This design comes from an exercise in tuning for small area, a short achievable clock period and few clock cycles per item on the open sky130 flow, not from production work. The RTL was checked by simulation tests, not by an equivalence proof against the original design.

==> flow/design.v (outline; a module is shown in full before it is edited, if it fits) <==
// module neural_network: 63 lines
// module nn_m643c: 5 lines
// module nn_m7888: 5 lines
// module nn_m76c2: 5 lines
// module nn_m6e67: 5 lines
// module nn_pair: 4 lines
// module nn_hidx: 10 lines
// module nn_oidx: 7 lines
// module nn_tab_a0n: 523 lines
// module nn_tab_a0p: 75 lines
// module nn_tab_t1n: 523 lines
// module nn_tab_t1p: 75 lines
// module nn_tab_sign: 523 lines
// module nn_tab_sigp: 523 lines
module neural_network
(
    input          clk_i,
    input          rstn_i,
    input   [63:0] data_in_i,
    input          fire_i,
    output  [15:0] prediction_o,
    output         done_o
);
  // ...
==> flow/flow/run.sh <==
#!/bin/bash
# The standard layout with two changes after the standard synthesis:
#  - the platform's delay cells (clkdlybuf4s*, dlygate4sd*, dlymetal6s*) are
#    added to its don't-use list, so the port buffers that placement inserts
#    are plain buffers rather than delay cells;
#  - sizing may swap a cell for one of another footprint
#    (MATCH_CELL_FOOTPRINT=0; the platform sets 1).
# Each step's output goes to its own log.
set -e
bash standard.sh synth > synth.log 2>&1
DU=$(sed -n '/^export DONT_USE_CELLS/,/^$/p' "$FLOW_HOME/platforms/sky130hd/config.mk" \
     | tr -d '\\' | tr -s ' \n' ' ' | sed 's/export DONT_USE_CELLS += //; s/#.*//')
for c in clkdlybuf4s15_1 clkdlybuf4s15_2 clkdlybuf4s18_1 clkdlybuf4s18_2 \
         clkdlybuf4s25_1 clkdlybuf4s25_2 clkdlybuf4s50_1 clkdlybuf4s50_2 \
         dlygate4sd1_1 dlygate4sd2_1 dlygate4sd3_1 \
         dlymetal6s2s_1 dlymetal6s4s_1 dlymetal6s6s_1; do
    DU="$DU sky130_fd_sc_hd__$c"
done
echo "DONT_USE_CELLS=$DU" > dont_use.log
bash standard.sh "DONT_USE_CELLS=$DU" MATCH_CELL_FOOTPRINT=0 finish > layout.log 2>&1
==> flow/standard.sh <==
#!/bin/bash
# synth_recipe.tcl (not shown) runs the flow's synth.tcl, then flattens the netlist and writes it again
# the make line also repeats each setting of config.mk as NAME=value (left out here)
make -C /OpenROAD-flow-scripts/flow DESIGN_CONFIG=/design/flow/config.mk WORK_HOME=/design/flow/orfs CLKGATE_MAP_FILE= SYNTH_SCRIPT=/design/flow/synth_recipe.tcl "${@:-finish}"
==> flow/config.mk <==
export PLATFORM = sky130hd
export DESIGN_NAME = neural_network
export DESIGN_NICKNAME = neural_network
export VERILOG_FILES = /design/flow/design.v
export SDC_FILE = /design/flow/constraint.sdc
export NUM_CORES = 4
export LEC_CHECK = 0
export ABC_AREA = 1
export CAP_MARGIN = 20
export CORE_MARGIN = 2
export CORE_UTILIZATION = 45
export SETUP_SLACK_MARGIN = 0.6
export SLEW_MARGIN = 20
export SYNTH_MEMORY_MAX_BITS = 65536
==> flow/constraint.sdc <==
create_clock -name core_clock -period 10.0 [get_ports {clk_i}]
set_input_delay 2.0000 -clock core_clock [delete_from_list [all_inputs] [get_ports {clk_i}]]
set_output_delay 2.0000 -clock core_clock [all_outputs]
set_load 0.01 [all_outputs]
==> flow_summary.rst, run 1 <==
.. list-table::
   :header-rows: 1

   * - Metric
     - Value
   * - Horizontal die dimension
     - around 330 um
   * - Input/output buffers
     - 80
   * - I/O pin total
     - 84
   * - Kind of path behind the tightest hold check
     - input pin to asynchronous set/reset pin
   * - Effective utilization at floorplan
     - a little under half
   * - Fill cell instance count of the final layout
     - roughly 11000
   * - Met2 Routed Length
     - approximately 90000 um
   * - Seq area share
     - roughly 3.4%
   * - Worst slack at placement
     - around 0.28 ns
   * - Total routed wire length on the met1 layer
     - between 80000 and 90000 um
   * - Outcome
     - timing/DRC/antenna clean
   * - Final hold slack
     - about 1.3 ns
   * - Vias in the first global route
     - 52425
   * - Dominant combinational cell family by area after synthesis
     - adder cells
   * - Multi-input combinational cell area
     - about 42000 um2
   * - Gate count of the mapped netlist
     - roughly 7000
   * - Synth Area in Adders
     - approximately a third
   * - Top FF cell, synth
     - sky130_fd_sc_hd__edfxtp_1
   * - Final instance area
     - ~57000 um2
   * - Basic-gate share of the synthesized area counting and, or, nand and nor cells
     - about 27%
   * - Top cell by count, worst path
     - sky130_fd_sc_hd__nand2_1
   * - Data arrival, critical path
     - 7.32 ns
   * - Final setup margin
     - roughly 0.68 ns
   * - Fraction of final layout cells sized beyond drive strength 1
     - between 15 and 20%
   * - Number of enable-type register cells in the synthesized netlist
     - 64
   * - Final hold violations
     - 0
   * - Area delta synth->final
     - 20.98%
   * - Met1 track demand over resource in global routing
     - 46.16%
   * - Number of unique standard cell types used by synthesis
     - 76
   * - Max Root-Sink Buffers
     - 2
   * - TritonCTS clock tree
     - built
   * - Die Area
     - between 100000 and 150000 um2
   * - Nature of the critical path endpoint
     - output port
   * - DIE HEIGHT
     - approximately 330 um
   * - DRC violation count after routing
     - 0
   * - Maxcap violations
     - 0
   * - Cell area after synthesis
     - about 47000 um2
   * - Drt first-iter violations
     - about 5600
   * - Instance count after placement with tap cells included
     - 9402
   * - Vias after detailed routing
     - around 55000
Testbench counts, summed over its fixed seeds: cycles 2,048, items 2,048.
==> module nn_m643c, before the edit <==
module nn_m643c (input [14:0] a, output [14:0] p);
wire [27:0] x = {13'd0, a};
wire [27:0] s = (x << 15) - (x << 13) + (x << 10) + (x << 6) - (x << 2);
assign p = s[27:13];
endmodule
==> module nn_m7888, before the edit <==
module nn_m7888 (input [14:0] a, output [14:0] p);
wire [27:0] x = {13'd0, a};
wire [27:0] s = (x << 15) - (x << 11) + (x << 7) + (x << 3);
assign p = s[27:13];
endmodule
==> module nn_m76c2, before the edit <==
module nn_m76c2 (input [14:0] a, output [14:0] p);
wire [27:0] x = {13'd0, a};
wire [27:0] s = (x << 15) - (x << 11) - (x << 8) - (x << 6) + (x << 1);
assign p = s[27:13];
endmodule
==> module nn_m6e67, before the edit <==
module nn_m6e67 (input [14:0] a, output [14:0] p);
wire [27:0] x = {13'd0, a};
wire [27:0] s = (x << 15) - (x << 12) - (x << 9) + (x << 7) - (x << 5) + (x << 3) - x;
assign p = s[27:13];
endmodule
==> run 2: changes to the inputs <==
--- a/flow/design.v
+++ b/flow/design.v
@@ -64,20 +64,427 @@
 module nn_m643c (input [14:0] a, output [14:0] p);
-wire [27:0] x = {13'd0, a};
-wire [27:0] s = (x << 15) - (x << 13) + (x << 10) + (x << 6) - (x << 2);
-assign p = s[27:13];
+wire [14:0] na = ~a;
+wire w0 = a[3] ^ a[7];
+wire w1 = a[3] & a[7];
+wire w2 = a[4] ^ a[8];
+wire w3 = a[4] & a[8];
+wire w4 = a[0] ^ a[5] ^ a[9];
+wire w5 = (a[0] & a[5]) | (a[0] & a[9]) | (a[5] & a[9]);
+wire w6 = a[1] ^ a[6] ^ a[10];
+wire w7 = (a[1] & a[6]) | (a[1] & a[10]) | (a[6] & a[10]);
+wire w8 = a[2] ^ a[7] ^ a[11];
+wire w9 = (a[2] & a[7]) | (a[2] & a[11]) | (a[7] & a[11]);
+wire w10 = a[3] ^ a[8] ^ a[12];
+wire w11 = (a[3] & a[8]) | (a[3] & a[12]) | (a[8] & a[12]);
+wire w12 = a[4] ^ a[9] ^ a[13];
+wire w13 = (a[4] & a[9]) | (a[4] & a[13]) | (a[9] & a[13]);
+wire w14 = a[5] ^ a[10] ^ a[14];
+wire w15 = (a[5] & a[10]) | (a[5] & a[14]) | (a[10] & a[14]);
+wire w16 = a[6] ^ a[11];
+wire w17 = a[6] & a[11];
+wire w18 = a[7] ^ a[12];
+wire w19 = a[7] & a[12];
+wire w20 = a[8] ^ a[13];
+wire w21 = a[8] & a[13];
+wire w22 = a[9] ^ a[14];
+wire w23 = a[9] & a[14];
+wire w24 = na[0] ^ na[11];
+wire w25 = na[0] & na[11];
+wire w26 = na[1] ^ na[12] ^ w1;
+wire w27 = (na[1] & na[12]) | (na[1] & w1) | (na[12] & w1);
+wire w28 = na[2] ^ na[13] ^ w3;
+wire w29 = (na[2] & na[13]) | (na[2] & w3) | (na[13] & w3);
+wire w30 = na[3] ^ na[14] ^ w5;
+wire w31 = (na[3] & na[14]) | (na[3] & w5) | (na[14] & w5);
+wire w32 = na[4] ^ w7 ^ w8;
+wire w33 = (na[4] & w7) | (na[4] & w8) | (w7 & w8);
+wire w34 = na[5] ^ w9 ^ w10;
+wire w35 = (na[5] & w9) | (na[5] & w10) | (w9 & w10);
+wire w36 = na[6] ^ w11 ^ w12;
+wire w37 = (na[6] & w11) | (na[6] & w12) | (w11 & w12);
+wire w38 = na[7] ^ w13 ^ w14;
+wire w39 = (na[7] & w13) | (na[7] & w14) | (w13 & w14);
+wire w40 = na[8] ^ w16 ^ w15;
+wire w41 = (na[8] & w16) | (na[8] & w15) | (w16 & w15);
+wire w42 = na[9] ^ w17 ^ w18;
+wire w43 = (na[9] & w17) | (na[9] & w18) | (w17 & w18);
+wire w44 = na[10] ^ w19 ^ w20;
+wire w45 = (na[10] & w19) | (na[10] & w20) | (w19 & w20);
+wire w46 = na[11] ^ w21 ^ w22;
+wire w47 = (na[11] & w21) | (na[11] & w22) | (w21 & w22);
+wire w48 = a[10] ^ na[12] ^ w23;
+wire w49 = (a[10] & na[12]) | (a[10] & w23) | (na[12] & w23);
+wire w50 = a[11] ^ na[13];
+wire w51 = a[11] & na[13];
+wire w52 = a[12] ^ na[14];
+wire w53 = a[0] ^ a[4];
+wire w54 = a[0] & a[4];
+wire w55 = a[1] ^ a[5] ^ na[9];
+wire w56 = (a[1] & a[5]) | (a[1] & na[9]) | (a[5] & na[9]);
+wire w57 = a[2] ^ a[6] ^ na[10];
+wire w58 = (a[2] & a[6]) | (a[2] & na[10]) | (a[6] & na[10]);
+wire w59 = ~(w0 ^ w24);
+wire w60 = w0 | w24;
+wire w61 = w2 ^ w25 ^ w26;
+wire w62 = (w2 & w25) | (w2 & w26) | (w25 & w26);
+wire w63 = w4 ^ w27 ^ w28;
+wire w64 = (w4 & w27) | (w4 & w28) | (w27 & w28);
+wire w65 = w6 ^ w29 ^ w30;
+wire w66 = (w6 & w29) | (w6 & w30) | (w29 & w30);
+wire w67 = ~(w31 ^ w32);
+wire w68 = w31 | w32;
+wire w69 = ~(w33 ^ w34);
+wire w70 = w33 | w34;
+wire w71 = ~(w35 ^ w36);
+wire w72 = w35 | w36;
+wire w73 = ~(w37 ^ w38);
+wire w74 = w37 | w38;
+wire w75 = ~(w39 ^ w40);
+wire w76 = w39 | w40;
+wire w77 = ~(w42 ^ w41);
+wire w78 = w42 | w41;
+wire w79 = ~(w43 ^ w44);
+wire w80 = w43 | w44;
+wire w81 = ~(w45 ^ w46);
+wire w82 = w45 | w46;
+wire w83 = ~(w47 ^ w48);
+wire w84 = w47 | w48;
+wire w85 = ~(w50 ^ w49);
+wire w86 = w50 | w49;
+wire w87 = ~(w51 ^ w52);
+wire [27:0] ra = {w86, w84, w82, w80, w78, w76, w74, w72, w70, w68, w66, w64, w62, w60, w58, w56, w54, w53, a[3], a[2], a[1], a[0], na[3], na[2], na[1], na[0], 1'b0, 1'b0};
+wire [27:0] rb = {w87, w85, w83, w81, w79, w77, w75, w73, w71, w69, w67, w65, w63, w61, w59, w57, w55, na[8], na[7], na[6], na[5], na[4], 1'b0, 1'b0, 1'b0, 1'b1, 1'b0, 1'b0};
+wire [13:0] lo = {1'b0, ra[12:0]} + {1'b0, rb[12:0]};
+assign p = ra[27:13] + rb[27:13] + {14'd0, lo[13]};
 endmodule
 module nn_m7888 (input [14:0] a, output [14:0] p);
-wire [27:0] x = {13'd0, a};
-wire [27:0] s = (x << 15) - (x << 11) + (x << 7) + (x << 3);
-assign p = s[27:13];
+wire [14:0] na = ~a;
+wire w0 = a[4] ^ a[8];
+wire w1 = a[4] & a[8];
+wire w2 = a[5] ^ a[9];
+wire w3 = a[5] & a[9];
+wire w4 = a[6] ^ a[10];
+wire w5 = a[6] & a[10];
+wire w6 = a[7] ^ a[11];
+wire w7 = a[7] & a[11];
+wire w8 = a[0] ^ a[8] ^ a[12];
+wire w9 = (a[0] & a[8]) | (a[0] & a[12]) | (a[8] & a[12]);
+wire w10 = a[1] ^ a[9] ^ a[13];
+wire w11 = (a[1] & a[9]) | (a[1] & a[13]) | (a[9] & a[13]);
+wire w12 = a[2] ^ a[10] ^ a[14];
+wire w13 = (a[2] & a[10]) | (a[2] & a[14]) | (a[10] & a[14]);
+wire w14 = a[3] ^ a[11];
+wire w15 = a[3] & a[11];
+wire w16 = a[4] ^ a[12];
+wire w17 = a[4] & a[12];
+wire w18 = a[5] ^ a[13];
+wire w19 = a[5] & a[13];
+wire w20 = a[6] ^ a[14];
+wire w21 = a[6] & a[14];
+wire w22 = na[0] ^ w0;
+wire w23 = na[0] & w0;
+wire w24 = na[1] ^ w1 ^ w2;
+wire w25 = (na[1] & w1) | (na[1] & w2) | (w1 & w2);
+wire w26 = na[2] ^ w3 ^ w4;
+wire w27 = (na[2] & w3) | (na[2] & w4) | (w3 & w4);
+wire w28 = na[3] ^ w5 ^ w6;
+wire w29 = (na[3] & w5) | (na[3] & w6) | (w5 & w6);
+wire w30 = na[4] ^ w7 ^ w8;
+wire w31 = (na[4] & w7) | (na[4] & w8) | (w7 & w8);
+wire w32 = na[5] ^ w9 ^ w10;
+wire w33 = (na[5] & w9) | (na[5] & w10) | (w9 & w10);
+wire w34 = na[6] ^ w11 ^ w12;
+wire w35 = (na[6] & w11) | (na[6] & w12) | (w11 & w12);
+wire w36 = na[7] ^ w14 ^ w13;
+wire w37 = (na[7] & w14) | (na[7] & w13) | (w14 & w13);
+wire w38 = na[8] ^ w15 ^ w16;
+wire w39 = (na[8] & w15) | (na[8] & w16) | (w15 & w16);
+wire w40 = na[9] ^ w17 ^ w18;
+wire w41 = (na[9] & w17) | (na[9] & w18) | (w17 & w18);
+wire w42 = na[10] ^ w19 ^ w20;
+wire w43 = (na[10] & w19) | (na[10] & w20) | (w19 & w20);
+wire w44 = a[7] ^ na[11] ^ w21;
+wire w45 = (a[7] & na[11]) | (a[7] & w21) | (na[11] & w21);
+wire w46 = a[8] ^ na[12];
+wire w47 = a[8] & na[12];
+wire w48 = a[9] ^ na[13];
+wire w49 = a[9] & na[13];
+wire w50 = a[10] ^ na[14];
+wire w51 = a[10] & na[14];
+wire w52 = ~a[11];
+wire w53 = ~a[12];
+wire [27:0] ra = {a[11], w51, w49, w47, w45, w43, w41, w39, w37, w35, w33, w31, w29, w27, w25, w23, w22, a[3], a[2], a[1], a[0], a[3], a[2], a[1], a[0], 1'b0, 1'b0, 1'b0};
+wire [27:0] rb = {w53, w52, w50, w48, w46, w44, w42, w40, w38, w36, w34, w32, w30, w28, w26, w24, 1'b1, a[7], a[6], a[5], a[4], 1'b0, 1'b0, 1'b0, 1'b0, 1'b0, 1'b0, 1'b0};
+wire [13:0] lo = {1'b0, ra[12:0]} + {1'b0, rb[12:0]};
+assign p = ra[27:13] + rb[27:13] + {14'd0, lo[13]};
 endmodule
 module nn_m76c2 (input [14:0] a, output [14:0] p);
-wire [27:0] x = {13'd0, a};
-wire [27:0] s = (x << 15) - (x << 11) - (x << 8) - (x << 6) + (x << 1);
-assign p = s[27:13];
+wire [14:0] na = ~a;
+wire w0 = a[10] ^ na[0];
+wire w1 = a[10] & na[0];
+wire w2 = a[11] ^ na[1];
+wire w3 = a[11] & na[1];
+wire w4 = a[12] ^ na[2];
+wire w5 = a[12] & na[2];
+wire w6 = a[13] ^ na[3];
+wire w7 = a[13] & na[3];
+wire w8 = a[0] ^ a[14] ^ na[4];
+wire w9 = (a[0] & a[14]) | (a[0] & na[4]) | (a[14] & na[4]);
+wire w10 = a[1] ^ na[5];
+wire w11 = a[1] & na[5];
+wire w12 = a[2] ^ na[6];
+wire w13 = a[2] & na[6];
+wire w14 = a[3] ^ na[7];
+wire w15 = a[3] & na[7];
+wire w16 = a[4] ^ na[8];
+wire w17 = a[4] & na[8];
+wire w18 = a[5] ^ na[9];
+wire w19 = a[5] & na[9];
+wire w20 = a[6] ^ na[10];
+wire w21 = a[6] & na[10];
+wire w22 = a[7] ^ na[11];
+wire w23 = a[7] & na[11];
+wire w24 = a[7] ^ na[0];
+wire w25 = a[7] & na[0];
+wire w26 = a[8] ^ na[1];
+wire w27 = a[8] & na[1];
+wire w28 = a[9] ^ na[2];
+wire w29 = a[9] & na[2];
+wire w30 = na[3] ^ na[5] ^ w0;
+wire w31 = (na[3] & na[5]) | (na[3] & w0) | (na[5] & w0);
+wire w32 = na[4] ^ na[6] ^ w1;
+wire w33 = (na[4] & na[6]) | (na[4] & w1) | (na[6] & w1);
+wire w34 = na[5] ^ na[7] ^ w3;
+wire w35 = (na[5] & na[7]) | (na[5] & w3) | (na[7] & w3);
+wire w36 = na[6] ^ na[8] ^ w5;
+wire w37 = (na[6] & na[8]) | (na[6] & w5) | (na[8] & w5);
+wire w38 = na[7] ^ na[9] ^ w7;
+wire w39 = (na[7] & na[9]) | (na[7] & w7) | (na[9] & w7);
+wire w40 = na[8] ^ na[10] ^ w10;
+wire w41 = (na[8] & na[10]) | (na[8] & w10) | (na[10] & w10);
+wire w42 = na[9] ^ na[11] ^ w11;
+wire w43 = (na[9] & na[11]) | (na[9] & w11) | (na[11] & w11);
+wire w44 = na[10] ^ na[12] ^ w13;
+wire w45 = (na[10] & na[12]) | (na[10] & w13) | (na[12] & w13);
+wire w46 = na[11] ^ na[13] ^ w15;
+wire w47 = (na[11] & na[13]) | (na[11] & w15) | (na[13] & w15);
+wire w48 = na[12] ^ na[14] ^ w17;
+wire w49 = (na[12] & na[14]) | (na[12] & w17) | (na[14] & w17);
+wire w50 = na[13] ^ w19 ^ w20;
+wire w51 = (na[13] & w19) | (na[13] & w20) | (w19 & w20);
+wire w52 = na[14] ^ w21 ^ w22;
+wire w53 = (na[14] & w21) | (na[14] & w22) | (w21 & w22);
+wire w54 = a[8] ^ na[12];
+wire w55 = a[8] & na[12];
+wire w56 = a[9] ^ na[13];
+wire w57 = a[9] & na[13];
+wire w58 = a[10] ^ na[14];
+wire w59 = a[10] & na[14];
+wire w60 = a[5] ^ na[0];
+wire w61 = a[5] & na[0];
+wire w62 = a[6] ^ na[1];
+wire w63 = a[6] & na[1];
+wire w64 = ~(na[2] ^ w24);
+wire w65 = na[2] | w24;
+wire w66 = na[3] ^ w25 ^ w26;
+wire w67 = (na[3] & w25) | (na[3] & w26) | (w25 & w26);
+wire w68 = na[4] ^ w27 ^ w28;
+wire w69 = (na[4] & w27) | (na[4] & w28) | (w27 & w28);
+wire w70 = ~(w29 ^ w30);
+wire w71 = w29 | w30;
+wire w72 = w2 ^ w31 ^ w32;
+wire w73 = (w2 & w31) | (w2 & w32) | (w31 & w32);
+wire w74 = w4 ^ w33 ^ w34;
+wire w75 = (w4 & w33) | (w4 & w34) | (w33 & w34);
+wire w76 = w6 ^ w35 ^ w36;
+wire w77 = (w6 & w35) | (w6 & w36) | (w35 & w36);
+wire w78 = w8 ^ w37 ^ w38;
+wire w79 = (w8 & w37) | (w8 & w38) | (w37 & w38);
+wire w80 = w9 ^ w39 ^ w40;
+wire w81 = (w9 & w39) | (w9 & w40) | (w39 & w40);
+wire w82 = w12 ^ w41 ^ w42;
+wire w83 = (w12 & w41) | (w12 & w42) | (w41 & w42);
+wire w84 = w14 ^ w43 ^ w44;
+wire w85 = (w14 & w43) | (w14 & w44) | (w43 & w44);
+wire w86 = w16 ^ w45 ^ w46;
+wire w87 = (w16 & w45) | (w16 & w46) | (w45 & w46);
+wire w88 = w18 ^ w47 ^ w48;
+wire w89 = (w18 & w47) | (w18 & w48) | (w47 & w48);
+wire w90 = ~(w49 ^ w50);
+wire w91 = w49 | w50;
+wire w92 = ~(w51 ^ w52);
+wire w93 = w51 | w52;
+wire w94 = w54 ^ w23 ^ w53;
+wire w95 = (w54 & w23) | (w54 & w53) | (w23 & w53);
+wire w96 = ~(w55 ^ w56);
+wire w97 = w55 | w56;
+wire w98 = ~(w57 ^ w58);
+wire w99 = w57 | w58;
+wire w100 = a[11] ^ w59;
+wire w101 = a[11] & w59;
+wire w102 = ~a[12];
+wire [27:0] ra = {w101, w99, w97, w95, w93, w91, w89, w87, w85, w83, w81, w79, w77, w75, w73, w71, w69, w67, w65, w63, w61, w60, a[4], a[3], a[2], a[1], a[0], 1'b0};
+wire [27:0] rb = {w102, w100, w98, w96, w94, w92, w90, w88, w86, w84, w82, w80, w78, w76, w74, w72, w70, w68, w66, w64, w62, 1'b1, 1'b0, 1'b0, 1'b0, 1'b0, 1'b0, 1'b0};
+wire [13:0] lo = {1'b0, ra[12:0]} + {1'b0, rb[12:0]};
+assign p = ra[27:13] + rb[27:13] + {14'd0, lo[13]};
 endmodule
 module nn_m6e67 (input [14:0] a, output [14:0] p);
-wire [27:0] x = {13'd0, a};
-wire [27:0] s = (x << 15) - (x << 12) - (x << 9) + (x << 7) - (x << 5) + (x << 3) - x;
-assign p = s[27:13];
+wire [14:0] na = ~a;
+wire w0 = a[5] ^ a[9];
+wire w1 = a[5] & a[9];
+wire w2 = a[6] ^ a[10];
+wire w3 = a[6] & a[10];
+wire w4 = a[7] ^ a[11];
+wire w5 = a[7] & a[11];
+wire w6 = a[0] ^ a[8] ^ a[12];
+wire w7 = (a[0] & a[8]) | (a[0] & a[12]) | (a[8] & a[12]);
+wire w8 = a[1] ^ a[9] ^ a[13];
+wire w9 = (a[1] & a[9]) | (a[1] & a[13]) | (a[9] & a[13]);
+wire w10 = a[2] ^ a[10] ^ a[14];
+wire w11 = (a[2] & a[10]) | (a[2] & a[14]) | (a[10] & a[14]);
+wire w12 = a[3] ^ a[11];
+wire w13 = a[3] & a[11];
+wire w14 = a[4] ^ a[12];
+wire w15 = a[4] & a[12];
+wire w16 = a[2] ^ a[6] ^ na[0];
+wire w17 = (a[2] & a[6]) | (a[2] & na[0]) | (a[6] & na[0]);
+wire w18 = a[3] ^ a[7] ^ na[1];
+wire w19 = (a[3] & a[7]) | (a[3] & na[1]) | (a[7] & na[1]);
+wire w20 = a[4] ^ a[8] ^ na[2];
+wire w21 = (a[4] & a[8]) | (a[4] & na[2]) | (a[8] & na[2]);
+wire w22 = na[0] ^ na[3] ^ na[7];
+wire w23 = (na[0] & na[3]) | (na[0] & na[7]) | (na[3] & na[7]);
+wire w24 = na[12] ^ w0;
+wire w25 = na[12] & w0;
+wire w26 = na[1] ^ na[4] ^ na[8];
+wire w27 = (na[1] & na[4]) | (na[1] & na[8]) | (na[4] & na[8]);
+wire w28 = na[13] ^ w1 ^ w2;
+wire w29 = (na[13] & w1) | (na[13] & w2) | (w1 & w2);
+wire w30 = na[2] ^ na[5] ^ na[9];
+wire w31 = (na[2] & na[5]) | (na[2] & na[9]) | (na[5] & na[9]);
+wire w32 = na[14] ^ w3 ^ w4;
+wire w33 = (na[14] & w3) | (na[14] & w4) | (w3 & w4);
+wire w34 = na[3] ^ na[6] ^ na[10];
+wire w35 = (na[3] & na[6]) | (na[3] & na[10]) | (na[6] & na[10]);
+wire w36 = ~(w5 ^ w6);
+wire w37 = w5 | w6;
+wire w38 = na[4] ^ na[7] ^ na[11];
+wire w39 = (na[4] & na[7]) | (na[4] & na[11]) | (na[7] & na[11]);
+wire w40 = ~(w7 ^ w8);
+wire w41 = w7 | w8;
+wire w42 = na[5] ^ na[8] ^ na[12];
+wire w43 = (na[5] & na[8]) | (na[5] & na[12]) | (na[8] & na[12]);
+wire w44 = ~(w9 ^ w10);
+wire w45 = w9 | w10;
+wire w46 = na[6] ^ na[9] ^ na[13];
+wire w47 = (na[6] & na[9]) | (na[6] & na[13]) | (na[9] & na[13]);
+wire w48 = ~(w12 ^ w11);
+wire w49 = w12 | w11;
+wire w50 = na[7] ^ na[10] ^ na[14];
+wire w51 = (na[7] & na[10]) | (na[7] & na[14]) | (na[10] & na[14]);
+wire w52 = ~(w13 ^ w14);
+wire w53 = w13 | w14;
+wire w54 = a[5] ^ a[13] ^ na[8];
+wire w55 = (a[5] & a[13]) | (a[5] & na[8]) | (a[13] & na[8]);
+wire w56 = na[11] ^ w15;
+wire w57 = na[11] & w15;
+wire w58 = a[6] ^ a[14] ^ na[9];
+wire w59 = (a[6] & a[14]) | (a[6] & na[9]) | (a[14] & na[9]);
+wire w60 = ~na[12];
+wire w61 = a[7] ^ na[10] ^ na[13];
+wire w62 = (a[7] & na[10]) | (a[7] & na[13]) | (na[10] & na[13]);
+wire w63 = a[8] ^ na[11];
+wire w64 = a[8] & na[11];
+wire w65 = a[2] ^ na[0];
+wire w66 = a[2] & na[0];
+wire w67 = a[3] ^ na[1];
+wire w68 = a[3] & na[1];
+wire w69 = a[0] ^ a[4] ^ na[2];
+wire w70 = (a[0] & a[4]) | (a[0] & na[2]) | (a[4] & na[2]);
+wire w71 = a[1] ^ a[5] ^ na[3];
+wire w72 = (a[1] & a[5]) | (a[1] & na[3]) | (a[5] & na[3]);
+wire w73 = na[4] ^ na[9] ^ w16;
+wire w74 = (na[4] & na[9]) | (na[4] & w16) | (na[9] & w16);
+wire w75 = na[5] ^ na[10] ^ w17;
+wire w76 = (na[5] & na[10]) | (na[5] & w17) | (na[10] & w17);
+wire w77 = na[6] ^ na[11] ^ w19;
+wire w78 = (na[6] & na[11]) | (na[6] & w19) | (na[11] & w19);
+wire w79 = w21 ^ w22 ^ w24;
+wire w80 = (w21 & w22) | (w21 & w24) | (w22 & w24);
+wire w81 = w23 ^ w25 ^ w26;
+wire w82 = (w23 & w25) | (w23 & w26) | (w25 & w26);
+wire w83 = w27 ^ w30 ^ w29;
+wire w84 = (w27 & w30) | (w27 & w29) | (w30 & w29);
+wire w85 = w31 ^ w34 ^ w33;
+wire w86 = (w31 & w34) | (w31 & w33) | (w34 & w33);
+wire w87 = w35 ^ w38 ^ w37;
+wire w88 = (w35 & w38) | (w35 & w37) | (w38 & w37);
+wire w89 = w39 ^ w42 ^ w41;
+wire w90 = (w39 & w42) | (w39 & w41) | (w42 & w41);
+wire w91 = w43 ^ w46 ^ w45;
+wire w92 = (w43 & w46) | (w43 & w45) | (w46 & w45);
+wire w93 = w47 ^ w50 ^ w52;
+wire w94 = (w47 & w50) | (w47 & w52) | (w50 & w52);
+wire w95 = w51 ^ w53 ^ w54;
+wire w96 = (w51 & w53) | (w51 & w54) | (w53 & w54);
+wire w97 = w60 ^ w55 ^ w57;
+wire w98 = (w60 & w55) | (w60 & w57) | (w55 & w57);
+wire w99 = na[12] ^ w59 ^ w61;
+wire w100 = (na[12] & w59) | (na[12] & w61) | (w59 & w61);
+wire w101 = na[14] ^ w63 ^ w62;
+wire w102 = (na[14] & w63) | (na[14] & w62) | (w63 & w62);
+wire w103 = a[9] ^ na[12];
+wire w104 = a[9] & na[12];
+wire w105 = a[10] ^ na[13];
+wire w106 = a[10] & na[13];
+wire w107 = a[11] ^ na[14];
+wire w108 = a[11] & na[14];
+wire w109 = na[5] ^ w65;
+wire w110 = na[5] & w65;
+wire w111 = na[6] ^ w66 ^ w67;
+wire w112 = (na[6] & w66) | (na[6] & w67) | (w66 & w67);
+wire w113 = na[7] ^ w68 ^ w69;
+wire w114 = (na[7] & w68) | (na[7] & w69) | (w68 & w69);
+wire w115 = na[8] ^ w70 ^ w71;
+wire w116 = (na[8] & w70) | (na[8] & w71) | (w70 & w71);
+wire w117 = ~(w72 ^ w73);
+wire w118 = w72 | w73;
+wire w119 = w18 ^ w74 ^ w75;
+wire w120 = (w18 & w74) | (w18 & w75) | (w74 & w75);
+wire w121 = w20 ^ w76 ^ w77;
+wire w122 = (w20 & w76) | (w20 & w77) | (w76 & w77);
+wire w123 = ~(w78 ^ w79);
+wire w124 = w78 | w79;
+wire w125 = w28 ^ w80 ^ w81;
+wire w126 = (w28 & w80) | (w28 & w81) | (w80 & w81);
+wire w127 = w32 ^ w82 ^ w83;
+wire w128 = (w32 & w82) | (w32 & w83) | (w82 & w83);
+wire w129 = w36 ^ w84 ^ w85;
+wire w130 = (w36 & w84) | (w36 & w85) | (w84 & w85);
+wire w131 = w40 ^ w86 ^ w87;
+wire w132 = (w40 & w86) | (w40 & w87) | (w86 & w87);
+wire w133 = w44 ^ w88 ^ w89;
+wire w134 = (w44 & w88) | (w44 & w89) | (w88 & w89);
+wire w135 = w48 ^ w90 ^ w91;
+wire w136 = (w48 & w90) | (w48 & w91) | (w90 & w91);
+wire w137 = w49 ^ w93 ^ w92;
+wire w138 = (w49 & w93) | (w49 & w92) | (w93 & w92);
+wire w139 = w56 ^ w94 ^ w95;
+wire w140 = (w56 & w94) | (w56 & w95) | (w94 & w95);
+wire w141 = w58 ^ w96 ^ w97;
+wire w142 = (w58 & w96) | (w58 & w97) | (w96 & w97);
+wire w143 = ~(w98 ^ w99);
+wire w144 = w98 | w99;
+wire w145 = ~(w100 ^ w101);
+wire w146 = w100 | w101;
+wire w147 = w103 ^ w64 ^ w102;
+wire w148 = (w103 & w64) | (w103 & w102) | (w64 & w102);
+wire w149 = ~(w104 ^ w105);
+wire w150 = w104 | w105;
+wire w151 = ~(w106 ^ w107);
+wire w152 = w106 | w107;
+wire w153 = a[12] ^ w108;
+wire [27:0] ra = {w152, w150, w148, w146, w144, w142, w140, w138, w136, w134, w132, w130, w128, w126, w124, w122, w120, w118, w116, w114, w112, w110, w109, a[1], a[0], na[2], na[1], na[0]};
+wire [27:0] rb = {w153, w151, w149, w147, w145, w143, w141, w139, w137, w135, w133, w131, w129, w127, w125, w123, w121, w119, w117, w115, w113, w111, 1'b1, na[4], na[3], 1'b0, 1'b0, 1'b1};
+wire [13:0] lo = {1'b0, ra[12:0]} + {1'b0, rb[12:0]};
+assign p = ra[27:13] + rb[27:13] + {14'd0, lo[13]};
 endmodule
==> flow_summary.rst, run 2 <==
.. list-table::
   :header-rows: 1

   * - Metric
     - Value
   * - Number of enable-type register cells in the synthesized netlist
     - 64 (unchanged)
   * - Flop and latch count out of synthesis
     - 65 (unchanged)
   * - Critical Path Source Type
     - register (unchanged)
   * - Final hold slack
     - 1.400 ns (was 1.337 ns)
   * - Vias in the first global route
     - 49806 (was 52425)
   * - DIE HEIGHT
     - 317.1 um (was 327.5 um)
   * - Top area cells in the synthesized netlist
     - sky130_fd_sc_hd__ha_1 (19%), sky130_fd_sc_hd__nand2_1 (14%), sky130_fd_sc_hd__fa_1 (12%) (was sky130_fd_sc_hd__ha_1 (22%), sky130_fd_sc_hd__nand2_1 (14%), sky130_fd_sc_hd__fa_1 (12%))
   * - Max Root-Sink Buffers
     - 2 (unchanged)
   * - Drt first pass iters
     - 9 (was 10)
   * - Final cycle utilization of the critical path
     - 92.55% (was 93.17%)
   * - Maxcap violations
     - 0 (unchanged)
   * - Kind of path behind the tightest hold check
     - input pin to asynchronous set/reset pin (unchanged)
   * - Wire length of the first global-routing pass
     - 291400 um (was 304500 um)
   * - Data arrival, critical path
     - 7.26 ns (was 7.32 ns)
   * - Leading cell types by count after synthesis
     - sky130_fd_sc_hd__nand2_1 (1658), sky130_fd_sc_hd__inv_1 (1106), sky130_fd_sc_hd__ha_1 (683) (was sky130_fd_sc_hd__nand2_1 (1713), sky130_fd_sc_hd__inv_1 (1032), sky130_fd_sc_hd__ha_1 (836))
   * - Final number of setup-violating endpoints
     - 0 (unchanged)
   * - Sequential cell area fraction in the yosys report
     - 4.414% (was 4.135%)
   * - Synth top area share
     - 19.37% (was 22.22%)
   * - Async set-or-reset flop fraction in the synthesized netlist
     - 1.538% (unchanged)
   * - Unrepaired setup endpoints after global routing
     - yes (unchanged)
   * - Number of warnings reported in the yosys synthesis log
     - 7 (unchanged)
   * - Routability Congestion
     - 1.074 (was 1.060)
   * - Worst-path fanout max
     - 7 (was 8)
   * - Most numerous cell in the Yosys netlist
     - sky130_fd_sc_hd__nand2_1 (unchanged)
   * - WL per Instance
     - 21.56 um (was 21.03 um)
   * - Final setup margin
     - 0.7449 ns (was 0.6834 ns)
   * - Area delta synth->final
     - 20.95% (was 20.98%)
   * - Number of pins with negative max-slew slack in the final report
     - 0 (unchanged)
   * - Number of unique standard cell types used by synthesis
     - 69 (was 76)
   * - CP max stage cell
     - sky130_fd_sc_hd__edfxtp_1 (was sky130_fd_sc_hd__fa_2)
   * - Site Rows
     - 114 (was 118)
   * - Pin count of the biggest net entering global routing
     - 44 (was 56)
   * - Clock transition at the registers of the reported paths
     - 0.06 ns (was 0.11 ns)
   * - Final HPWL DP
     - 158700 um (was 165100 um)
   * - Most common cell after layout, fill and taps aside
     - sky130_fd_sc_hd__nand2_1 (unchanged)
   * - DRC violation count after routing
     - 0 (unchanged)
   * - TritonCTS Sinks
     - 65 (unchanged)
   * - Worst max-slew margin expressed relative to the limit
     - 31.59% (was 27.38%)
   * - Effective utilization at floorplan
     - 45.54% (was 45.42%)
   * - Worst slack at placement
     - 0.3923 ns (was 0.2755 ns)
   * - Horizontal die dimension
     - 317.1 um (was 327.5 um)
   * - Clk Tree Root Cell
     - sky130_fd_sc_hd__clkbuf_16 (unchanged)
   * - GRT Residual Overflow
     - 0 (unchanged)
   * - Fin Setup TNS
     - 0 ns (unchanged)
   * - Cell area after synthesis
     - 44110 um2 (was 47080 um2)
   * - Die Area
     - 100500 um2 (was 107200 um2)
   * - Longest individual stage delay on the worst path
     - 0.41 ns (was 0.51 ns)
   * - Achievable frequency
     - 108.0 MHz (was 107.3 MHz)
   * - Worst Max-Slew Pin Slew
     - 1.026 ns (was 1.089 ns)
   * - Mean cell area of the mapped netlist
     - 6.397 um2 (was 6.549 um2)
   * - Required time of the worst setup path
     - 8.00 ns (about the same)
   * - Top cell by count, worst path
     - sky130_fd_sc_hd__nand2_1 (unchanged)
   * - TritonCTS clock tree
     - built (unchanged)
   * - Post-layout min period
     - 9.255 ns (was 9.317 ns)
   * - Synth area leader
     - sky130_fd_sc_hd__ha_1 (unchanged)
   * - Post-cts hold buffer count
     - 0 (unchanged)
   * - Post-DRT Antenna Nets
     - 0 (unchanged)
   * - Outcome
     - timing/DRC/antenna clean (unchanged)
   * - Vias after detailed routing
     - 52124 (was 54715)
   * - Number of antenna violations at the first check in global routing
     - 4 (was 3)
   * - Top FF cell, synth
     - sky130_fd_sc_hd__edfxtp_1 (unchanged)
   * - I/O pin total
     - 84 (unchanged)
   * - Final hold violations
     - 0 (unchanged)
   * - Input/output buffers
     - 80 (unchanged)
   * - Total CTS buffers
     - 9 (unchanged)
   * - Gate count of the mapped netlist
     - 6895 (was 7189)
   * - CP Class
     - register to output port (unchanged)
   * - Core ar.
     - 96850 um2 (was 103600 um2)
   * - Final net count
     - 8786 (was 9337)
   * - Commonest non-fill, non-tap cells in the layout
     - sky130_fd_sc_hd__nand2_1 (1540), sky130_fd_sc_hd__inv_1 (1055), sky130_fd_sc_hd__ha_1 (624) (was sky130_fd_sc_hd__nand2_1 (1600), sky130_fd_sc_hd__inv_1 (996), sky130_fd_sc_hd__ha_1 (783))
   * - Deepest level of the CTS H-tree
     - 3 (unchanged)
   * - Nature of the critical path endpoint
     - output port (unchanged)
   * - Total wirelength of the detailed-routed design
     - 195100 um (was 200700 um)
   * - Fraction of final layout cells sized beyond drive strength 1
     - 16.68% (was 16.80%)
   * - GRT Util Overall
     - 37.44% (was 36.09%)
   * - Drt first-iter violations
     - 6087 (was 5632)
   * - Fill cell instance count of the final layout
     - 9952 (was 10566)
   * - Number of vias per cell after detailed routing
     - 5.760 (was 5.734)
-- run 2: final timing paths --
check | start | endpoint | slack, ns | cells past startpoint
min in group core_clock | fire_i | pb1_q[3] | 2.13 | 1
setup / recovery | pb1_q[3] | prediction_o[1] | 0.74 | 44
hold / removal | rstn_i | done_q | 1.40 | 1
max in group asynchronous | rstn_i | done_q | 8.50 | 1
-- run 2: worst max-delay path, delay by kind of cell (launching register included) --
kind            cells  cell delay, ns
buf+inv            12            1.81
compound gates      7            1.24
flops               1            0.41
simple gates       22            2.49
fa+ha+maj           3            0.92
-- run 2: final cells by class --
cell class | count | area [um2] | share of cell area (%)
clock buffer | 10 | 229.0 | 0.4292
timing repair buffer | 1092 | 6160 | 11.55
multi-input combinational | 5459 | 38970 | 73.05
tap | 1276 | 1597 | 2.993
inverter | 1140 | 4334 | 8.124
sequential | 65 | 1947 | 3.649
clock inverter | 6 | 106.4 | 0.1994
antenna | 1 | 2.502 | 0.004691
-- run 2: cell families after synthesis --
family                   after synthesis  synth area share [%]
XOR/XNOR                             333                 6.918
AO/OA/AOI/OAI                       1308                 17.37
adder cells (fa/ha/maj)              952                 31.58
AND/OR/NAND/NOR                     2860                 27.47
multiplexers                           1               0.02553
other                                  1              0.008502
flip-flops                            65                 4.414
buffers and inverters               1375                 12.21
-- run 2: metrics by stage --
stage          utilization [%]  cell area, um2  instances
2_1_floorplan                -           44120       6897
3_3_place_gp             51.31           49700       8899
3_5_place_dp             51.31           49700       8899
4_1_cts                  52.37           50720       8932
5_1_grt                  55.08           53350       9048
6_report                 55.08           53350       9049
-- run 2: routing by layer --
metal	routed length, um	part of all wire [%]	track usage (%)	vias up
li1	-	-	-	24330
met1	76420	39	46.16	24146
met2	88980	46	61.86	2854
met3	16410	8.4	6.332	792
met4	13280	6.8	21.07	2
met5	13	0.0067	0	-
-- run 2: what timing repair did --
action                                  in CTS  in global routing
cloned                                       1                  6
pin swaps                                   10                104
endpoints found under the setup margin      13                 15
setup buffers                               16                110
resized for setup                          178                626
Testbench counts of run 2, summed over its fixed seeds: cycles 2,048, items 2,048.
==> run 3: changes to the inputs <==
--- a/flow/config.mk
+++ b/flow/config.mk
@@ -11,3 +11,3 @@
 export CORE_UTILIZATION = 45
-export SETUP_SLACK_MARGIN = 0.6
+export SETUP_SLACK_MARGIN = 0.3
 export SLEW_MARGIN = 20
==> flow_summary.rst, run 3 <==
.. list-table::
   :header-rows: 1

   * - Metric
     - Value
   * - Outcome
     - timing/DRC/antenna clean (unchanged)
   * - Post-layout min period
     - 9.408 ns (was 9.255 ns)
   * - Top area cells in the synthesized netlist
     - sky130_fd_sc_hd__ha_1 (19%), sky130_fd_sc_hd__nand2_1 (14%), sky130_fd_sc_hd__fa_1 (12%) (unchanged)
   * - Effective utilization at floorplan
     - 45.54% (unchanged)
   * - Final hold slack
     - 1.400 ns (about the same)
   * - Count of placed standard cells in the final layout, fillers left out
     - 8968 (was 9049)
   * - Number of pins with negative max-slew slack in the final report
     - 0 (unchanged)
   * - Synth top area share
     - 19.37% (unchanged)
   * - CP max stage cell
     - sky130_fd_sc_hd__ha_2 (was sky130_fd_sc_hd__edfxtp_1)
   * - Most common cell after layout, fill and taps aside
     - sky130_fd_sc_hd__nand2_1 (unchanged)
   * - Horizontal die dimension
     - 317.1 um (unchanged)
   * - Top FF cell, synth
     - sky130_fd_sc_hd__edfxtp_1 (unchanged)
   * - Data arrival, critical path
     - 7.41 ns (was 7.26 ns)
   * - Complex-gate fraction of the synthesized area
     - 17.37% (unchanged)
   * - Vias in the first global route
     - 49490 (was 49806)
   * - Final HPWL DP
     - 158700 um (unchanged)
   * - GRT Util Overall
     - 37.21% (was 37.44%)
   * - Worst Max-Slew Pin Slew
     - 1.034 ns (was 1.026 ns)
   * - Commonest non-fill, non-tap cells in the layout
     - sky130_fd_sc_hd__nand2_1 (1596), sky130_fd_sc_hd__inv_1 (1087), sky130_fd_sc_hd__ha_1 (644) (was sky130_fd_sc_hd__nand2_1 (1540), sky130_fd_sc_hd__inv_1 (1055), sky130_fd_sc_hd__ha_1 (624))
   * - Number of unique standard cell types used by synthesis
     - 69 (unchanged)
   * - Flop and latch count out of synthesis
     - 65 (unchanged)
   * - Core ar.
     - 96850 um2 (unchanged)
   * - Site Rows
     - 114 (unchanged)
   * - DIE HEIGHT
     - 317.1 um (unchanged)
   * - Fin Setup TNS
     - 0 ns (unchanged)
   * - Drt first pass iters
     - 7 (was 9)
   * - CP Class
     - register to output port (unchanged)
   * - Capture point of the critical path
     - prediction_o[4] (was prediction_o[1])
   * - Vias after detailed routing
     - 51538 (was 52124)
   * - Nature of the critical path endpoint
     - output port (unchanged)
   * - Worst-path fanout max
     - 12 (was 7)
   * - Pin count of the biggest net entering global routing
     - 77 (was 44)
   * - Deepest level of the CTS H-tree
     - 3 (unchanged)
   * - Fraction of final layout cells sized beyond drive strength 1
     - 13.29% (was 16.68%)
   * - WL per Instance
     - 21.47 um (was 21.56 um)
   * - Sequential cell area fraction in the yosys report
     - 4.414% (unchanged)
   * - Async set-or-reset flop fraction in the synthesized netlist
     - 1.538% (unchanged)
   * - Longest individual stage delay on the worst path
     - 0.38 ns (was 0.41 ns)
   * - Final hold violations
     - 0 (unchanged)
   * - Total wirelength of the detailed-routed design
     - 192500 um (was 195100 um)
   * - Post-DRT Antenna Nets
     - 0 (unchanged)
   * - DRC violation count after routing
     - 0 (unchanged)
   * - Synth Area in Adders
     - 31.58% (unchanged)
   * - Basic-gate share of the synthesized area counting and, or, nand and nor cells
     - 27.47% (unchanged)
   * - Total number of cells along the worst setup path
     - 45 (was 44)
   * - Required time of the worst setup path
     - 8.00 ns (about the same)
   * - Number of enable-type register cells in the synthesized netlist
     - 64 (unchanged)
   * - Routability Congestion
     - 1.074 (unchanged)
   * - Worst path top cell family by delay
     - simple AND/OR/NAND/NOR gates (unchanged)
   * - Clk Tree Root Cell
     - sky130_fd_sc_hd__clkbuf_16 (unchanged)
   * - Mean cell area of the mapped netlist
     - 6.397 um2 (unchanged)
   * - Worst max-slew margin expressed relative to the limit
     - 31.09% (was 31.59%)
   * - Top cell by count, worst path
     - sky130_fd_sc_hd__nand2_1 (unchanged)
   * - Final net count
     - 8704 (was 8786)
   * - Most numerous cell in the Yosys netlist
     - sky130_fd_sc_hd__nand2_1 (unchanged)
   * - Wire length of the first global-routing pass
     - 289500 um (was 291400 um)
   * - Instance count after placement with tap cells included
     - 8899 (unchanged)
   * - Critical Path Source Type
     - register (unchanged)
   * - Maxcap violations
     - 0 (unchanged)
   * - Number of antenna violations at the first check in global routing
     - 3 (was 4)
   * - GRT Residual Overflow
     - 0 (unchanged)
   * - Leading cell types by count after synthesis
     - sky130_fd_sc_hd__nand2_1 (1658), sky130_fd_sc_hd__inv_1 (1106), sky130_fd_sc_hd__ha_1 (683) (unchanged)
   * - Post-Route Utilization
     - 53.44% (was 55.08%)
   * - Die Area
     - 100500 um2 (unchanged)
   * - Gate count of the mapped netlist
     - 6895 (unchanged)
   * - Unrepaired setup endpoints after global routing
     - yes (unchanged)
   * - Input/output buffers
     - 80 (unchanged)
   * - Number of vias per cell after detailed routing
     - 5.747 (was 5.760)
   * - TritonCTS Sinks
     - 65 (unchanged)
   * - Kind of path behind the tightest hold check
     - input pin to asynchronous set/reset pin (unchanged)
   * - Cell area after synthesis
     - 44110 um2 (unchanged)
   * - Drt first-iter violations
     - 5878 (was 6087)
   * - Mux share of post-synthesis cell area
     - 0.02553% (unchanged)
   * - Dominant combinational cell family by area after synthesis
     - adder cells (unchanged)
   * - Parity-gate share of the synthesized area counting xor and xnor cells
     - 6.918% (unchanged)
   * - I/O pin total
     - 84 (unchanged)
   * - Post-cts hold buffer count
     - 0 (unchanged)
   * - Final cycle utilization of the critical path
     - 94.08% (was 92.55%)
   * - Max Root-Sink Buffers
     - 2 (unchanged)
   * - Buf+Inv Stages, Crit Path
     - 9 (was 12)
   * - TritonCTS clock tree
     - built (unchanged)
   * - Start point of the critical path
     - pb1_q[7] (was pb1_q[3])
   * - Synth area leader
     - sky130_fd_sc_hd__ha_1 (unchanged)
   * - Number of warnings reported in the yosys synthesis log
     - 7 (unchanged)
   * - Area delta synth->final
     - 17.35% (was 20.95%)
   * - Final number of setup-violating endpoints
     - 0 (unchanged)
   * - Clock transition at the registers of the reported paths
     - 0.06 ns (about the same)
   * - Achievable frequency
     - 106.3 MHz (was 108.0 MHz)
   * - Total CTS buffers
     - 9 (unchanged)
run 3: timing repair:
| action | in CTS | in global routing |
|---|---|---|
| cloned | 0 | 3 |
| endpoints found under the setup margin | 12 | 13 |
| setup buffers | 0 | 48 |
| pin swaps | 0 | 36 |
| gates resized for setup | 35 | 389 |
run 3: worst min-delay path by stage:
| stage | slack [ns] | start | end | cells after the start |
|---|---|---|---|---|
| 2_1_floorplan | 1.70 | rstn_i | done_q | 0 |
| 5_1_grt | 1.39 | rstn_i | done_q | 1 |
| 3_3_place_gp | 1.77 | rstn_i | done_q | 1 |
| 3_5_place_dp | 1.77 | rstn_i | done_q | 1 |
| 4_1_cts | 1.39 | rstn_i | done_q | 1 |
| 6_report | 1.40 | rstn_i | done_q | 1 |
run 3: kinds of logic after synthesis:
group           count (synthesis)
simple gates                 2860
buf+inv                      1375
compound gates               1308
fa+ha+maj                     952
xor+xnor                      333
flops                          65
other cells                     1
mux                             1
run 3: final cells by class:
class / count / area [um2]
Inverter: 1140 / 4304
Timing Repair Buffer: 1011 / 5498
Sequential cell: 65 / 1947
Antenna cell: 2 / 5.005
Clock inverter: 6 / 106.4
Multi-Input combinational cell: 5458 / 38080
Fill cell: 10067 / 45090
Clock buffer: 10 / 229.0
Tap cell: 1276 / 1597
run 3: through the flow:
step	area [um2]	worst slack, ns
final	51760	0.5919
after global routing	51760	0.2323
after CTS	50120	0.3019
after detailed placement	49700	0.3923
after global placement	49700	0.3113
after floorplan	44120	1.444
run 3: per-layer routing:
| metal | global-route usage (%) | share of wire [%] |
|---|---|---|
| met4 | 21.30 | 7.0 |
| met2 | 61.36 | 45 |
| met3 | 5.941 | 8.4 |
| met5 | 0 | 0.014 |
| met1 | 46.07 | 39 |
==> run 4: changes to the inputs <==
--- a/flow/config.mk
+++ b/flow/config.mk
@@ -14 +14,2 @@
 export SYNTH_MEMORY_MAX_BITS = 65536
+export TNS_END_PERCENT = 5
==> flow_summary.rst, run 4 <==
.. list-table::
   :header-rows: 1

   * - Metric
     - Value
   * - Outcome
     - timing/DRC/antenna clean (unchanged)
   * - Number of unique standard cell types used by synthesis
     - 69 (unchanged)
   * - Count of placed standard cells in the final layout, fillers left out
     - 8968 (unchanged)
   * - CP max stage cell
     - sky130_fd_sc_hd__edfxtp_1 (was sky130_fd_sc_hd__ha_2)
   * - Data arrival, critical path
     - 7.43 ns (was 7.41 ns)
   * - Number of pins with negative max-slew slack in the final report
     - 0 (unchanged)
   * - Sequential cell area fraction in the yosys report
     - 4.414% (unchanged)
   * - Number of enable-type register cells in the synthesized netlist
     - 64 (unchanged)
   * - Deepest level of the CTS H-tree
     - 3 (unchanged)
   * - Post-layout min period
     - 9.434 ns (was 9.408 ns)
   * - Worst Max-Slew Pin Slew
     - 1.029 ns (was 1.034 ns)
   * - WL per Instance
     - 21.43 um (was 21.47 um)
   * - Drt first-iter violations
     - 5773 (was 5878)
   * - Async set-or-reset flop fraction in the synthesized netlist
     - 1.538% (unchanged)
   * - Vias in the first global route
     - 49490 (unchanged)
   * - Cell area after synthesis
     - 44110 um2 (unchanged)
   * - Wire length of the first global-routing pass
     - 289500 um (unchanged)
   * - Input/output buffers
     - 80 (unchanged)
   * - Vias after detailed routing
     - 51438 (was 51538)
   * - Worst-path fanout max
     - 7 (was 12)
   * - Achievable frequency
     - 106.0 MHz (was 106.3 MHz)
   * - Final cycle utilization of the critical path
     - 94.34% (was 94.08%)
   * - Nature of the critical path endpoint
     - output port (unchanged)
   * - Most numerous cell in the Yosys netlist
     - sky130_fd_sc_hd__nand2_1 (unchanged)
   * - Fin Setup TNS
     - 0 ns (unchanged)
   * - Leading cell types by count after synthesis
     - sky130_fd_sc_hd__nand2_1 (1658), sky130_fd_sc_hd__inv_1 (1106), sky130_fd_sc_hd__ha_1 (683) (unchanged)
   * - Final number of setup-violating endpoints
     - 0 (unchanged)
   * - Area delta synth->final
     - 17.31% (was 17.35%)
   * - Gate count of the mapped netlist
     - 6895 (unchanged)
   * - GRT Util Overall
     - 37.21% (unchanged)
   * - Most common cell after layout, fill and taps aside
     - sky130_fd_sc_hd__nand2_1 (unchanged)
   * - Mean cell area of the mapped netlist
     - 6.397 um2 (unchanged)
   * - Drt first pass iters
     - 9 (was 7)
   * - Kind of path behind the tightest hold check
     - input pin to asynchronous set/reset pin (unchanged)
   * - Clk Tree Root Cell
     - sky130_fd_sc_hd__clkbuf_16 (unchanged)
   * - Site Rows
     - 114 (unchanged)
   * - Total wirelength of the detailed-routed design
     - 192200 um (was 192500 um)
   * - Top area cells in the synthesized netlist
     - sky130_fd_sc_hd__ha_1 (19%), sky130_fd_sc_hd__nand2_1 (14%), sky130_fd_sc_hd__fa_1 (12%) (unchanged)
   * - Post-cts hold buffer count
     - 0 (unchanged)
   * - Synth top area share
     - 19.37% (unchanged)
   * - CP Class
     - register to output port (unchanged)
   * - I/O pin total
     - 84 (unchanged)
   * - Top cell by count, worst path
     - sky130_fd_sc_hd__nand2_1 (unchanged)
   * - Max Root-Sink Buffers
     - 2 (unchanged)
   * - DRC violation count after routing
     - 0 (unchanged)
   * - Number of antenna violations at the first check in global routing
     - 3 (unchanged)
   * - Unrepaired setup endpoints after global routing
     - yes (unchanged)
   * - Instance count after placement with tap cells included
     - 8899 (unchanged)
   * - Final net count
     - 8704 (unchanged)
   * - Clock transition at the registers of the reported paths
     - 0.05 ns (was 0.06 ns)
   * - Die Area
     - 100500 um2 (unchanged)
   * - Core ar.
     - 96850 um2 (unchanged)
   * - Maxcap violations
     - 0 (unchanged)
   * - Routability Congestion
     - 1.074 (unchanged)
   * - Top FF cell, synth
     - sky130_fd_sc_hd__edfxtp_1 (unchanged)
   * - Commonest non-fill, non-tap cells in the layout
     - sky130_fd_sc_hd__nand2_1 (1596), sky130_fd_sc_hd__inv_1 (1087), sky130_fd_sc_hd__ha_1 (645) (was sky130_fd_sc_hd__nand2_1 (1596), sky130_fd_sc_hd__inv_1 (1087), sky130_fd_sc_hd__ha_1 (644))
   * - Post-DRT Antenna Nets
     - 0 (unchanged)
   * - Final hold violations
     - 0 (unchanged)
   * - Effective utilization at floorplan
     - 45.54% (unchanged)
   * - TritonCTS clock tree
     - built (unchanged)
   * - Fill cell instance count of the final layout
     - 10067 (unchanged)
   * - Required time of the worst setup path
     - 8.00 ns (about the same)
   * - Horizontal die dimension
     - 317.1 um (unchanged)
   * - Fraction of final layout cells sized beyond drive strength 1
     - 13.22% (was 13.29%)
   * - Number of warnings reported in the yosys synthesis log
     - 7 (unchanged)
   * - Number of vias per cell after detailed routing
     - 5.736 (was 5.747)
   * - GRT Residual Overflow
     - 0 (unchanged)
   * - Final HPWL DP
     - 158700 um (unchanged)
   * - DIE HEIGHT
     - 317.1 um (unchanged)
   * - Critical Path Source Type
     - register (unchanged)
   * - TritonCTS Sinks
     - 65 (unchanged)
   * - Flop and latch count out of synthesis
     - 65 (unchanged)
   * - Synth area leader
     - sky130_fd_sc_hd__ha_1 (unchanged)
   * - Total CTS buffers
     - 9 (unchanged)
   * - Longest individual stage delay on the worst path
     - 0.41 ns (was 0.38 ns)
   * - Pin count of the biggest net entering global routing
     - 77 (unchanged)
   * - Worst max-slew margin expressed relative to the limit
     - 31.41% (was 31.09%)
==> run 4: changes by cell type in the layout (fill, tap and decap cells not counted) <==
| cell | before | now |
|---|---|---|
| sky130_fd_sc_hd__a211oi_1 | 16 | 17 |
| sky130_fd_sc_hd__ha_2 | 18 | 17 |
| sky130_fd_sc_hd__clkbuf_2 | 30 | 29 |
| sky130_fd_sc_hd__nor2_2 | 38 | 37 |
| sky130_fd_sc_hd__buf_1 | 411 | 412 |
| sky130_fd_sc_hd__a211oi_2 | 4 | 3 |
| sky130_fd_sc_hd__a21oi_2 | 28 | 27 |
| sky130_fd_sc_hd__a21oi_1 | 463 | 464 |
| sky130_fd_sc_hd__ha_1 | 644 | 645 |
| sky130_fd_sc_hd__nor2_1 | 375 | 376 |
==> run 4: final cells by class <==
class | instances | area, um2 | share of cell area, %
Antenna cell | 2 | 5.005 | 0.009672
Clock buffer | 10 | 229.0 | 0.4425
Timing Repair Buffer | 1011 | 5497 | 10.62
Clock inverter | 6 | 106.4 | 0.2055
Sequential cell | 65 | 1947 | 3.762
Multi-Input combinational cell | 5458 | 38060 | 73.55
Tap cell | 1276 | 1597 | 3.085
Inverter | 1140 | 4304 | 8.318
==> run 4: critical path, delay by kind of cell (launching register included) <==
kind | cells | cell delay [ns]
AND/OR/NAND/NOR | 16 | 1.64
flip-flops | 1 | 0.41
adder cells (fa/ha/maj) | 5 | 1.28
AO/OA/AOI/OAI | 9 | 1.81
XOR/XNOR | 1 | 0.17
buffers and inverters | 15 | 1.77
==> run 4: cell families after synthesis <==
family,synth area share [%]
buf+inv,12.21
flops,4.414
mux,0.02553
compound gates,17.37
fa+ha+maj,31.58
simple gates,27.47
other cells,0.008502
xor+xnor,6.918
==> run 4: path summary, 6_finish.rpt <==
kind | from | to | slack, ns | cells after the start
worst max-delay path | pb0_q[7] | prediction_o[1] | 0.57 | 46
worst min-delay path | rstn_i | done_q | 1.40 | 1
max in group asynchronous | rstn_i | done_q | 8.50 | 1
min in group core_clock | fire_i | pa1_q[0] | 2.13 | 1
==> run 4: timing repair <==
item                       in CTS  in global routing
setup endpoints to repair      12                 13
cloned                          0                  3
pin swaps                       0                 34
buffers inserted                0                 48
resized for setup              34                385
==> run 4: per-layer routing <==
metal  part of all wire (%)  vias up  wire length [um]  global-route usage, %
met5                  0.014        -                27                      0
met4                    7.0        4             13390                  21.30
met3                    8.4      776             16120                  5.941
met2                     45     2869             87190                  61.36
met1                     39    23627             75450                  46.07
li1                       -    24162                 -                      -
==> run 4: through the flow <==
step / area (um2) / hold slack, ns / worst slack, ns / utilization, %
6_report: 51750 / 1.400 / 0.5661 / 53.43
5_1_grt: 51740 / 1.391 / 0.2256 / 53.42
4_1_cts: 50110 / 1.389 / 0.2869 / 51.74
3_5_place_dp: 49700 / 1.770 / 0.3923 / 51.31
3_3_place_gp: 49700 / 1.765 / 0.3113 / 51.31
2_1_floorplan: 44120 / 1.704 / 1.444 / -
==> run 5: changes to the inputs <==
--- a/flow/config.mk
+++ b/flow/config.mk
@@ -11,2 +11,3 @@
 export CORE_UTILIZATION = 45
+export GPL_TIMING_DRIVEN = 0
 export SETUP_SLACK_MARGIN = 0.3
@@ -14,2 +15 @@
 export SYNTH_MEMORY_MAX_BITS = 65536
-export TNS_END_PERCENT = 5
==> flow_summary.rst, run 5 <==
.. list-table::
   :header-rows: 1

   * - Metric
     - Value
   * - Outcome
     - timing/DRC/antenna clean (unchanged)
   * - Wire length of the first global-routing pass
     - 316900 um (was 289500 um)
   * - Final hold violations
     - 0 (unchanged)
   * - Area delta synth->final
     - 17.90% (was 17.31%)
   * - Effective utilization at floorplan
     - 45.54% (unchanged)
   * - I/O pin total
     - 84 (unchanged)
   * - Vias in the first global route
     - 49741 (was 49490)
   * - Horizontal die dimension
     - 317.1 um (unchanged)
   * - Number of pins with negative max-slew slack in the final report
     - 0 (unchanged)
   * - Number of warnings reported in the yosys synthesis log
     - 7 (unchanged)
   * - Total wirelength of the detailed-routed design
     - 219500 um (was 192200 um)
   * - Kind of path behind the tightest hold check
     - input pin to asynchronous set/reset pin (unchanged)
   * - Number of vias per cell after detailed routing
     - 6.198 (was 5.736)
   * - Total routed wire length on the met1 layer
     - 82510 um (was 75450 um)
   * - Achievable frequency
     - 102.5 MHz (was 106.0 MHz)
   * - Leading cell types by count after synthesis
     - sky130_fd_sc_hd__nand2_1 (1658), sky130_fd_sc_hd__inv_1 (1106), sky130_fd_sc_hd__ha_1 (683) (unchanged)
   * - Routability Congestion
     - 1.126 (was 1.074)
   * - TritonCTS clock tree
     - built (unchanged)
   * - Total number of cells along the worst setup path
     - 39 (was 46)
   * - Vias after detailed routing
     - 53066 (was 51438)
   * - Site Rows
     - 114 (unchanged)
   * - Fill cell instance count of the final layout
     - 9891 (was 10067)
   * - Clk Tree Root Cell
     - sky130_fd_sc_hd__clkbuf_16 (unchanged)
   * - Drt first-iter violations
     - 7526 (was 5773)
   * - Synth top area share
     - 19.37% (unchanged)
   * - Async set-or-reset flop fraction in the synthesized netlist
     - 1.538% (unchanged)
   * - Drt first pass iters
     - 9 (unchanged)
   * - Top cell by count, worst path
     - sky130_fd_sc_hd__nand2_1 (unchanged)
   * - GRT Residual Overflow
     - 0 (unchanged)
   * - Synth area leader
     - sky130_fd_sc_hd__ha_1 (unchanged)
   * - Cell area after synthesis
     - 44110 um2 (unchanged)
   * - Nature of the critical path endpoint
     - output port (unchanged)
   * - Commonest non-fill, non-tap cells in the layout
     - sky130_fd_sc_hd__nand2_1 (1523), sky130_fd_sc_hd__inv_1 (1052), sky130_fd_sc_hd__ha_1 (628) (was sky130_fd_sc_hd__nand2_1 (1596), sky130_fd_sc_hd__inv_1 (1087), sky130_fd_sc_hd__ha_1 (645))
   * - Die Area
     - 100500 um2 (unchanged)
   * - Buf+Inv Stages, Crit Path
     - 7 (was 15)
   * - Worst slack at placement
     - -2.597 ns (was 0.3923 ns)
   * - Unrepaired setup endpoints after global routing
     - yes (unchanged)
   * - Count of placed standard cells in the final layout, fillers left out
     - 8562 (was 8968)
   * - Core ar.
     - 96850 um2 (unchanged)
   * - Clock transition at the registers of the reported paths
     - 0.07 ns (was 0.05 ns)
   * - Number of enable-type register cells in the synthesized netlist
     - 64 (unchanged)
   * - Number of antenna violations at the first check in global routing
     - 7 (was 3)
   * - Number of unique standard cell types used by synthesis
     - 69 (unchanged)
   * - Total CTS buffers
     - 9 (unchanged)
   * - GRT Util Overall
     - 42.06% (was 37.21%)
   * - Start point of the critical path
     - pa0_q[7] (was pb0_q[7])
   * - Post-DRT Antenna Nets
     - 0 (unchanged)
   * - Critical Path Source Type
     - register (unchanged)
   * - Worst max-slew margin expressed relative to the limit
     - 37.31% (was 31.41%)
   * - Capture point of the critical path
     - prediction_o[4] (was prediction_o[1])
   * - Final setup margin
     - 0.2436 ns (was 0.5661 ns)
   * - CP Class
     - register to output port (unchanged)
   * - DRC violation count after routing
     - 0 (unchanged)
   * - Data arrival, critical path
     - 7.76 ns (was 7.43 ns)
   * - Maxcap violations
     - 0 (unchanged)
   * - Top area cells in the synthesized netlist
     - sky130_fd_sc_hd__ha_1 (19%), sky130_fd_sc_hd__nand2_1 (14%), sky130_fd_sc_hd__fa_1 (12%) (unchanged)
   * - Final net count
     - 8297 (was 8704)
   * - Instance count after placement with tap cells included
     - 8253 (was 8899)
   * - CP max stage cell
     - sky130_fd_sc_hd__clkbuf_1 (was sky130_fd_sc_hd__edfxtp_1)
   * - Highest Signal Layer
     - met5 (unchanged)
   * - Most common cell after layout, fill and taps aside
     - sky130_fd_sc_hd__nand2_1 (unchanged)
   * - Met3 WL
     - 26380 um (was 16120 um)
   * - Longest individual stage delay on the worst path
     - 0.70 ns (was 0.41 ns)
run 5: cell counts after synthesis:
No cell type changed its count.
run 5: repair_timing:
| action | 4_1_cts | 5_1_grt |
|---|---|---|
| endpoints found under the hold margin | 0 | 0 |
| resized for setup | 673 | 726 |
| gates cloned | 2 | 3 |
| pin swaps | 35 | 131 |
| setup endpoints to repair | 13 | 16 |
| setup buffers | 77 | 208 |
run 5: worst min path at each step:
stage | start | endpoint | slack (ns) | cells past startpoint
floorplan | rstn_i | done_q | 1.70 | 0
global placement | rstn_i | done_q | 1.76 | 1
detailed placement | rstn_i | done_q | 1.77 | 1
CTS | rstn_i | done_q | 1.40 | 1
global route | rstn_i | done_q | 1.41 | 1
finish | rstn_i | done_q | 1.41 | 1
run 5: final cells by class:
class	count	area, um2	area share (%)
antenna	3	7.507	0.01444
inverter	1140	4372	8.406
buffer	235	1953	3.756
tap	1276	1597	3.070
clock buffer	9	225.2	0.4331
timing repair buffer	369	2052	3.946
clock inverter	7	82.58	0.1588
sequential	65	1947	3.744
multi-input combinational	5458	39770	76.47
run 5: per-stage QoR:
stage | utilization, % | cell area, um2 | TNS [ns]
final | 53.70 | 52010 | 0
after global routing | 53.69 | 52000 | 0
after CTS | 50.12 | 48550 | 0
after detailed placement | 47.54 | 46050 | -29.56
after global placement | 47.51 | 46010 | -30.69
after floorplan | - | 44120 | 0
run 5: cells by family after synthesis:
group	count (synthesis)	synth area share, %
compound gates	1308	17.37
xor+xnor	333	6.918
fa+ha+maj	952	31.58
buf+inv	1375	12.21
flops	65	4.414
mux	1	0.02553
other cells	1	0.008502
simple gates	2860	27.47
run 5: routing by layer:
metal,up-vias,track usage (%)
met4,10,25.03
met2,3895,64.32
met1,24604,52.02
li1,23365,-
met5,-,0
met3,1192,12.83

==> separate check: timing with driven ports <==
The results above use ideal ports. As a check the final layouts listed here were re-extracted and re-timed, cells and wires unchanged.
Step 1: set_driving_cell puts a clkbuf_16 on clk_i and a buf_2 on each other input, an assumption about the parent block.
Step 2 adds t to the input delays and takes it off the output delays; t is the mean of the earliest and latest rising clock arrival at the registers after step 1. Input paths then give back, and output paths get back, about the clock's delay inside the block.
Three values: no drivers, after step 1, after step 2; two values: the first two.
run	shift t [ns]	setup WS [ns]	clock arrival spread, ns	worst data-port slew with drivers (ns)
run 1	0.420	0.683 / 0.634 / 0.845	0.053 / 0.053	0.04
run 2	0.398	0.745 / 0.697 / 0.816	0.005 / 0.006	0.04
run 3	0.397	0.592 / 0.546 / 0.604	0.006 / 0.005	0.04
run 4	0.397	0.566 / 0.520 / 0.597	0.005 / 0.006	0.04
run 5	0.388	0.244 / 0.196 / 0.422	0.008 / 0.007	0.09
After both steps setup and hold are still met in every run listed.
